Context: an optimization exercise on an open-source flow, tuned for small area and a short achievable clock period. The choices shown serve that exercise and are no tape-out recipe. Where RTL was checked, it was by simulation tests only, not by an equivalence proof against the original. No activity file was given, so power comes from the tool's default toggle rates.

==> run E <==
==> flow/design.v <==
typedef enum logic [2:0] {OP_AND=3'h3, OP_ADD=3'h2, OP_XOR=3'h4, OP_MULT=3'h1, OP_NULL=3'h0} opcode;
`timescale 1 ns / 1 ps
module tinyalu (
	input  [7:0]  A,
	input  [7:0]  B,
	input  [2:0]  op,
	input         clk,
	input         reset_n,
	input         start,
	output        done,
	output [15:0] result
);
wire is_mult = (op == OP_MULT);
wire is_add  = (op == OP_ADD);
wire is_and  = (op == OP_AND);
wire is_xor  = (op == OP_XOR);
reg  [8:0] r_q;
reg        d_q;
wire       r_add = reset_n & is_add;
wire       r_and = reset_n & is_and;
wire       r_xor = reset_n & is_xor;
wire [8:0] sum   = A + B;
wire [8:0] r_d   = ({9{r_add}} & sum) | ({9{r_and}} & {1'b0, A & B}) | ({9{r_xor}} & {1'b0, A ^ B});
always @(posedge clk) begin
	if (!reset_n || is_add || is_and || is_xor)
		r_q <= r_d;
	d_q <= reset_n & start & (is_add | is_and | is_xor);
end
wire        en_m = start & is_mult;
reg  [7:0]  a_q, b_q;
reg  [15-1:0] s_q;
reg  [14-1:0] c_q;
reg  [15:0] m2_q, m_q;
reg  [2:0]  p_q;
reg         v_q;
reg         ci_q;
	wire pp0_0 = a_q[0] & b_q[0];
	wire pp0_1 = a_q[0] & b_q[1];
	wire pp0_2 = a_q[0] & b_q[2];
	wire pp0_3 = a_q[0] & b_q[3];
	wire pp0_4 = a_q[0] & b_q[4];
	wire pp0_5 = a_q[0] & b_q[5];
	wire pp0_6 = a_q[0] & b_q[6];
	wire pp0_7 = a_q[0] & b_q[7];
	wire pp1_0 = a_q[1] & b_q[0];
	wire pp1_1 = a_q[1] & b_q[1];
	wire pp1_2 = a_q[1] & b_q[2];
	wire pp1_3 = a_q[1] & b_q[3];
	wire pp1_4 = a_q[1] & b_q[4];
	wire pp1_5 = a_q[1] & b_q[5];
	wire pp1_6 = a_q[1] & b_q[6];
	wire pp1_7 = a_q[1] & b_q[7];
	wire pp2_0 = a_q[2] & b_q[0];
	wire pp2_1 = a_q[2] & b_q[1];
	wire pp2_2 = a_q[2] & b_q[2];
	wire pp2_3 = a_q[2] & b_q[3];
	wire pp2_4 = a_q[2] & b_q[4];
	wire pp2_5 = a_q[2] & b_q[5];
	wire pp2_6 = a_q[2] & b_q[6];
	wire pp2_7 = a_q[2] & b_q[7];
	wire pp3_0 = a_q[3] & b_q[0];
	wire pp3_1 = a_q[3] & b_q[1];
	wire pp3_2 = a_q[3] & b_q[2];
	wire pp3_3 = a_q[3] & b_q[3];
	wire pp3_4 = a_q[3] & b_q[4];
	wire pp3_5 = a_q[3] & b_q[5];
	wire pp3_6 = a_q[3] & b_q[6];
	wire pp3_7 = a_q[3] & b_q[7];
	wire pp4_0 = a_q[4] & b_q[0];
	wire pp4_1 = a_q[4] & b_q[1];
	wire pp4_2 = a_q[4] & b_q[2];
	wire pp4_3 = a_q[4] & b_q[3];
	wire pp4_4 = a_q[4] & b_q[4];
	wire pp4_5 = a_q[4] & b_q[5];
	wire pp4_6 = a_q[4] & b_q[6];
	wire pp4_7 = a_q[4] & b_q[7];
	wire pp5_0 = a_q[5] & b_q[0];
	wire pp5_1 = a_q[5] & b_q[1];
	wire pp5_2 = a_q[5] & b_q[2];
	wire pp5_3 = a_q[5] & b_q[3];
	wire pp5_4 = a_q[5] & b_q[4];
	wire pp5_5 = a_q[5] & b_q[5];
	wire pp5_6 = a_q[5] & b_q[6];
	wire pp5_7 = a_q[5] & b_q[7];
	wire pp6_0 = a_q[6] & b_q[0];
	wire pp6_1 = a_q[6] & b_q[1];
	wire pp6_2 = a_q[6] & b_q[2];
	wire pp6_3 = a_q[6] & b_q[3];
	wire pp6_4 = a_q[6] & b_q[4];
	wire pp6_5 = a_q[6] & b_q[5];
	wire pp6_6 = a_q[6] & b_q[6];
	wire pp6_7 = a_q[6] & b_q[7];
	wire pp7_0 = a_q[7] & b_q[0];
	wire pp7_1 = a_q[7] & b_q[1];
	wire pp7_2 = a_q[7] & b_q[2];
	wire pp7_3 = a_q[7] & b_q[3];
	wire pp7_4 = a_q[7] & b_q[4];
	wire pp7_5 = a_q[7] & b_q[5];
	wire pp7_6 = a_q[7] & b_q[6];
	wire pp7_7 = a_q[7] & b_q[7];
	wire hs1 = pp0_6 ^ pp1_5;
	wire hc2 = pp0_6 & pp1_5;
	wire fs3 = pp0_7 ^ pp1_6 ^ pp2_5;
	wire fc4 = (pp0_7 & pp1_6) | (pp0_7 & pp2_5) | (pp1_6 & pp2_5);
	wire hs5 = pp3_4 ^ pp4_3;
	wire hc6 = pp3_4 & pp4_3;
	wire fs7 = pp1_7 ^ pp2_6 ^ pp3_5;
	wire fc8 = (pp1_7 & pp2_6) | (pp1_7 & pp3_5) | (pp2_6 & pp3_5);
	wire hs9 = pp4_4 ^ pp5_3;
	wire hc10 = pp4_4 & pp5_3;
	wire fs11 = pp2_7 ^ pp3_6 ^ pp4_5;
	wire fc12 = (pp2_7 & pp3_6) | (pp2_7 & pp4_5) | (pp3_6 & pp4_5);
	wire hs13 = pp0_4 ^ pp1_3;
	wire hc14 = pp0_4 & pp1_3;
	wire fs15 = pp0_5 ^ pp1_4 ^ pp2_3;
	wire fc16 = (pp0_5 & pp1_4) | (pp0_5 & pp2_3) | (pp1_4 & pp2_3);
	wire hs17 = pp3_2 ^ pp4_1;
	wire hc18 = pp3_2 & pp4_1;
	wire fs19 = hs1 ^ pp2_4 ^ pp3_3;
	wire fc20 = (hs1 & pp2_4) | (hs1 & pp3_3) | (pp2_4 & pp3_3);
	wire fs21 = pp4_2 ^ pp5_1 ^ pp6_0;
	wire fc22 = (pp4_2 & pp5_1) | (pp4_2 & pp6_0) | (pp5_1 & pp6_0);
	wire fs23 = fs3 ^ hs5 ^ pp5_2;
	wire fc24 = (fs3 & hs5) | (fs3 & pp5_2) | (hs5 & pp5_2);
	wire fs25 = pp6_1 ^ pp7_0 ^ hc2;
	wire fc26 = (pp6_1 & pp7_0) | (pp6_1 & hc2) | (pp7_0 & hc2);
	wire fs27 = fs7 ^ hs9 ^ pp6_2;
	wire fc28 = (fs7 & hs9) | (fs7 & pp6_2) | (hs9 & pp6_2);
	wire fs29 = pp7_1 ^ fc4 ^ hc6;
	wire fc30 = (pp7_1 & fc4) | (pp7_1 & hc6) | (fc4 & hc6);
	wire fs31 = fs11 ^ pp5_4 ^ pp6_3;
	wire fc32 = (fs11 & pp5_4) | (fs11 & pp6_3) | (pp5_4 & pp6_3);
	wire fs33 = pp7_2 ^ fc8 ^ hc10;
	wire fc34 = (pp7_2 & fc8) | (pp7_2 & hc10) | (fc8 & hc10);
	wire fs35 = pp3_7 ^ pp4_6 ^ pp5_5;
	wire fc36 = (pp3_7 & pp4_6) | (pp3_7 & pp5_5) | (pp4_6 & pp5_5);
	wire fs37 = pp6_4 ^ pp7_3 ^ fc12;
	wire fc38 = (pp6_4 & pp7_3) | (pp6_4 & fc12) | (pp7_3 & fc12);
	wire fs39 = pp4_7 ^ pp5_6 ^ pp6_5;
	wire fc40 = (pp4_7 & pp5_6) | (pp4_7 & pp6_5) | (pp5_6 & pp6_5);
	wire hs41 = pp0_3 ^ pp1_2;
	wire hc42 = pp0_3 & pp1_2;
	wire fs43 = hs13 ^ pp2_2 ^ pp3_1;
	wire fc44 = (hs13 & pp2_2) | (hs13 & pp3_1) | (pp2_2 & pp3_1);
	wire fs45 = fs15 ^ hs17 ^ pp5_0;
	wire fc46 = (fs15 & hs17) | (fs15 & pp5_0) | (hs17 & pp5_0);
	wire fs47 = fs19 ^ fs21 ^ fc16;
	wire fc48 = (fs19 & fs21) | (fs19 & fc16) | (fs21 & fc16);
	wire fs49 = fs23 ^ fs25 ^ fc20;
	wire fc50 = (fs23 & fs25) | (fs23 & fc20) | (fs25 & fc20);
	wire fs51 = fs27 ^ fs29 ^ fc24;
	wire fc52 = (fs27 & fs29) | (fs27 & fc24) | (fs29 & fc24);
	wire fs53 = fs31 ^ fs33 ^ fc28;
	wire fc54 = (fs31 & fs33) | (fs31 & fc28) | (fs33 & fc28);
	wire fs55 = fs35 ^ fs37 ^ fc32;
	wire fc56 = (fs35 & fs37) | (fs35 & fc32) | (fs37 & fc32);
	wire fs57 = fs39 ^ pp7_4 ^ fc36;
	wire fc58 = (fs39 & pp7_4) | (fs39 & fc36) | (pp7_4 & fc36);
	wire fs59 = pp5_7 ^ pp6_6 ^ pp7_5;
	wire fc60 = (pp5_7 & pp6_6) | (pp5_7 & pp7_5) | (pp6_6 & pp7_5);
	wire hs61 = pp0_2 ^ pp1_1;
	wire hc62 = pp0_2 & pp1_1;
	wire fs63 = hs41 ^ pp2_1 ^ pp3_0;
	wire fc64 = (hs41 & pp2_1) | (hs41 & pp3_0) | (pp2_1 & pp3_0);
	wire fs65 = fs43 ^ pp4_0 ^ hc42;
	wire fc66 = (fs43 & pp4_0) | (fs43 & hc42) | (pp4_0 & hc42);
	wire fs67 = fs45 ^ hc14 ^ fc44;
	wire fc68 = (fs45 & hc14) | (fs45 & fc44) | (hc14 & fc44);
	wire fs69 = fs47 ^ hc18 ^ fc46;
	wire fc70 = (fs47 & hc18) | (fs47 & fc46) | (hc18 & fc46);
	wire fs71 = fs49 ^ fc22 ^ fc48;
	wire fc72 = (fs49 & fc22) | (fs49 & fc48) | (fc22 & fc48);
	wire fs73 = fs51 ^ fc26 ^ fc50;
	wire fc74 = (fs51 & fc26) | (fs51 & fc50) | (fc26 & fc50);
	wire fs75 = fs53 ^ fc30 ^ fc52;
	wire fc76 = (fs53 & fc30) | (fs53 & fc52) | (fc30 & fc52);
	wire fs77 = fs55 ^ fc34 ^ fc54;
	wire fc78 = (fs55 & fc34) | (fs55 & fc54) | (fc34 & fc54);
	wire fs79 = fs57 ^ fc38 ^ fc56;
	wire fc80 = (fs57 & fc38) | (fs57 & fc56) | (fc38 & fc56);
	wire fs81 = fs59 ^ fc40 ^ fc58;
	wire fc82 = (fs59 & fc40) | (fs59 & fc58) | (fc40 & fc58);
	wire fs83 = pp6_7 ^ pp7_6 ^ fc60;
	wire fc84 = (pp6_7 & pp7_6) | (pp6_7 & fc60) | (pp7_6 & fc60);
	wire [15-1:0] s_d = {pp7_7, fs83, fs81, fs79, fs77, fs75, fs73, fs71, fs69, fs67, fs65, fs63, hs61, pp0_1, pp0_0};
	wire [14-1:0] c_d = {fc84, fc82, fc80, fc78, fc76, fc74, fc72, fc70, fc68, fc66, fc64, hc62, pp2_0, pp1_0};
	wire ci_d = 1'b0;
	wire [15:0] prod = s_q + ({c_q, 1'b0} << (1 - 1)) + ({15'd0, ci_q} << 1);
always @(posedge clk) begin
	if (en_m) begin
		a_q  <= A;
		b_q  <= B;
		s_q  <= s_d;
		c_q  <= c_d;
		ci_q <= ci_d;
		m2_q <= prod;
		m_q  <= m2_q;
	end
end
always @(posedge clk) begin
	if (!reset_n) begin
		p_q <= 3'd0;
		v_q <= 1'b0;
	end else if (en_m) begin
		p_q <= {p_q[1] & p_q[0], p_q[1] ^ p_q[0], ~p_q[0] & ~p_q[2]};
		v_q <= v_q | (p_q == 3'd3);
	end
end
wire sel_m = is_mult & v_q;
assign done   = is_mult ? p_q[2] : d_q;
assign result = ({16{sel_m}} & m_q) | ({16{~is_mult}} & {7'd0, r_q});
endmodule
==> flow/flow/run.sh <==
#!/bin/bash
# Standard layout, except: ports buffered with buf_1, and full adders left to ABC
# (no extract_fa into sky130 fa/ha cells).
export BUFFER_PORTS_ARGS="-buffer_cell sky130_fd_sc_hd__buf_1"
export ADDER_MAP_FILE=
bash standard.sh > standard.log 2>&1
==> flow/standard.sh <==
#!/bin/bash
# synth_recipe.tcl (not shown) runs the flow's synth.tcl, then flattens the netlist and writes it again
# the make line also repeats each setting of config.mk as NAME=value (left out here)
make -C /OpenROAD-flow-scripts/flow DESIGN_CONFIG=/design/flow/config.mk WORK_HOME=/design/flow/orfs CLKGATE_MAP_FILE= SYNTH_SCRIPT=/design/flow/synth_recipe.tcl "${@:-finish}"
==> flow/config.mk <==
export PLATFORM = sky130hd
export DESIGN_NAME = tinyalu
export DESIGN_NICKNAME = tinyalu
export VERILOG_FILES = /design/flow/design.v
export SDC_FILE = /design/flow/constraint.sdc
export NUM_CORES = 4
export LEC_CHECK = 0
export ABC_CLOCK_PERIOD_IN_PS = 2000
export CAP_MARGIN = 20
export CORE_MARGIN = 2
export CORE_UTILIZATION = 40
export CTS_BUF_LIST = sky130_fd_sc_hd__clkbuf_8
export SETUP_SLACK_MARGIN = 1.7
export SLEW_MARGIN = 20
==> flow/constraint.sdc <==
create_clock -name core_clock -period 4.2 [get_ports {clk}]
set_input_delay 0.8400 -clock core_clock [delete_from_list [all_inputs] [get_ports {clk}]]
set_output_delay 0.8400 -clock core_clock [all_outputs]
set_load 0.01 [all_outputs]
==> inputs of run F, as changes to run E <==
--- a/flow/design.v
+++ b/flow/design.v
@@ -21,3 +21,4 @@
 wire       r_xor = reset_n & is_xor;
-wire [8:0] sum   = A + B;
+wire [8:0] sum;
+alu_add u_add (.A(A), .B(B), .sum(sum));
 wire [8:0] r_d   = ({9{r_add}} & sum) | ({9{r_and}} & {1'b0, A & B}) | ({9{r_xor}} & {1'b0, A ^ B});
@@ -212 +213,8 @@
 endmodule
+module alu_add (
+	input  [7:0] A,
+	input  [7:0] B,
+	output [8:0] sum
+);
+assign sum = A + B;
+endmodule
==> flow/flow/run.sh (replaced) <==
#!/bin/bash
# Layout flow: the standard flow (standard.sh, ORFS) with these changes only:
#  - the ports are buffered with sky130_fd_sc_hd__buf_1 (BUFFER_PORTS_ARGS);
#  - synthesis does not extract full/half adders into fa/ha cells (ADDER_MAP_FILE
#    empty), so ABC maps the adders;
#  - ABC maps module alu_add with ORFS's speed script and the rest of the design
#    with flow/abc_area_d.script (delay-oriented mapping with area recovery).
# Synthesis is otherwise the standard flow's own script (synth_recipe.tcl: synth -nofsm -noshare,
# flatten, rename), so the registers are the standard synthesis's.
set -euo pipefail
W=$PWD
F=$W/flow
python3 $F/patch_synth.py "$FLOW_HOME/scripts/synth.tcl" $W/synth_my.tcl > patch.log 2>&1
sed "s#^source \$::env(SCRIPTS_DIR)/synth.tcl#source $W/synth_my.tcl#" synth_recipe.tcl > synth_recipe_my.tcl
grep -q "^source $W/synth_my.tcl" synth_recipe_my.tcl
sed "s#SYNTH_SCRIPT=[^ ]*synth_recipe.tcl#SYNTH_SCRIPT=$W/synth_recipe_my.tcl#" standard.sh > standard_my.sh
grep -q "SYNTH_SCRIPT=$W/synth_recipe_my.tcl" standard_my.sh
export BUFFER_PORTS_ARGS="-buffer_cell sky130_fd_sc_hd__buf_1"
export ADDER_MAP_FILE=
export MY_ABC_SCRIPT=$F/abc_area_d.script
export MY_ABC_SPEED_MODULES=alu_add
# clock tree: CTS with clkbuf_8 and without dummy loads
export CTS_ARGS="-sink_clustering_enable -repair_clock_nets -buf_list {sky130_fd_sc_hd__clkbuf_4 sky130_fd_sc_hd__clkbuf_8} -dont_use_dummy_load"
bash standard_my.sh > standard.log 2>&1
==> flow/flow/abc_area_d.script (new file) <==
strash
&get -n
&fraig -x
&put
scorr
dc2
dretime
strash
&get -n
&dch -f
&nf {D}
&put
buffer -c
topo
stime -c
upsize -c {D}
dnsize -c {D}
==> flow/flow/patch_synth.py (new file) <==
#!/usr/bin/env python3
"""Write a copy of ORFS's synth.tcl (argv[1]) to argv[2] in which the ABC mapping
step maps the modules in MY_ABC_SPEED_MODULES with ORFS's own script and the rest
with the script MY_ABC_SCRIPT. Nothing else in synthesis changes."""
import sys
src = open(sys.argv[1]).read()
old = "  log_cmd abc {*}$abc_args\n"
new = """  if { [info exists ::env(MY_ABC_SPEED_MODULES)] } {
    foreach m $::env(MY_ABC_SPEED_MODULES) { log_cmd abc {*}$abc_args $m }
  }
  log_cmd abc {*}[lreplace $abc_args 1 1 $::env(MY_ABC_SCRIPT)]
"""
assert src.count(old) == 1, "abc call not found in synth.tcl"
open(sys.argv[2], "w").write(src.replace(old, new))
ABC_CLOCK_PERIOD_IN_PS = not set   (was 2000)
SETUP_SLACK_MARGIN = 1.6   (was 1.7)
SYNTH_HIERARCHICAL = 1   (was not set)
==> inputs of run Y, as changes to run E <==
--- a/flow/design.v
+++ b/flow/design.v
@@ -21,3 +21,4 @@
 wire       r_xor = reset_n & is_xor;
-wire [8:0] sum   = A + B;
+wire [8:0] sum;
+alu_add u_add (.A(A), .B(B), .sum(sum));
 wire [8:0] r_d   = ({9{r_add}} & sum) | ({9{r_and}} & {1'b0, A & B}) | ({9{r_xor}} & {1'b0, A ^ B});
@@ -212 +213,8 @@
 endmodule
+module alu_add (
+	input  [7:0] A,
+	input  [7:0] B,
+	output [8:0] sum
+);
+assign sum = A + B;
+endmodule
ABC_CLOCK_PERIOD_IN_PS = not set   (was 2000)
CORE_UTILIZATION = 60   (was 40)
PLACE_DENSITY = 0.75   (was not set)
SYNTH_HIERARCHICAL = 1   (was not set)
==> notes <==
Global-route usage, highest first: run Y, run E, run F.
The lowest synthesized area belongs to run F, the highest to run Y.
Against run E, the combinational power of run Y is larger by about 2%.
Against run Y, the cell count of run F is larger by about 0.53%.
Sequential power is about the same in run E and run Y.
Against run F, the clock power of run Y is higher by about 9%.
Sequential share of layout area: run F > run Y > run E.
Maximum frequency, highest first: run F, run Y, run E.
Against run Y, the die area of run E is larger by 40%.
Non-clock buffer count: run Y < run F < run E.
==> figures <==
item                                                                       run F        run E        run Y
Status                                          no timing/DRC/antenna violations  no timing/DRC/antenna violations  no timing/DRC/antenna violations
Timing startpoint of the critical path                                     op[2]         A[0]       a_q[3]
Post-layout instance area                                            0.00614 mm2  0.00681 mm2  0.00654 mm2
Setup crit end kind                                               primary output    flip-flop    flip-flop
Launch instance of the worst register-to-register path                    a_q[1]       c_q[0]       a_q[3]
Met1 track demand over resource                                            20.0%        22.2%        27.3%
Global routing usage on met2                                               23.0%        26.9%        39.1%
Maximum number of pins on one net before global-route repair                  78           42           52
Overall die area                                                      0.0148 mm2   0.0148 mm2   0.0106 mm2
Xor/xnor share of the synthesized area                                     15.8%        16.8%        19.9%
Maximum ir drop on the vdd rail                                         0.134 mV     0.129 mV     0.152 mV
Mean number of vias per cell                                                5.12         5.16         5.60
Non-clk invs                                                                   7           11            6
Global routing met3 resource utilization                                   2.53%        2.53%        4.00%
Adder and majority gate portion of the synthesized area                    2.44%        5.00%        5.07%
Clock tree skew after final layout                                     0.0287 ns    0.0110 ns    0.0124 ns
Maximum operating frequency                                              398 MHz      337 MHz      391 MHz
Mapped cell area                                                     0.00553 mm2  0.00553 mm2  0.00587 mm2
Relative area of clock buffers and inverters in the final design           2.02%        2.61%        2.51%
Number of standard cells in the layout, taps in and fillers out              755          821          751
Multi-input combinational cell count                                         411          440          448
No functional check of the RTL was part of run E.

static timing again, ports no longer ideal:
How much do the figures lean on ideal ports? The routed layouts below were timed once more, with nothing changed but the port constraints.
Step 1 sets driving cells, clkbuf_16 on the clock port and buf_2 on the other inputs (assumed; they add their load-dependent delay and slew).
Step 2 adds t to the input delays and takes it off the output delays; t is the mean of the earliest and latest rising clock arrival at the registers after step 1. Input paths then give back, and output paths get back, about the clock's delay inside the block.
Three values: ideal ports, drivers, drivers and shift; two values: the first two.
run | t (ns) | setup WS [ns] | worst setup path after step 2 | worst data-port slew with drivers (ns)
run E | 0.394 | 1.234 / 1.231 / 0.837 | input to register | 0.05
run F | 0.383 | 1.686 / 1.664 / 1.495 | input to register | 0.03
run Y | 0.370 | 1.646 / 1.646 / 1.558 | input to register | 0.05
After both steps setup and hold are still met in every run listed. For run E, which loses most, drivers alone change the setup slack by -0.003 ns; drivers and shift together by -0.397 ns.
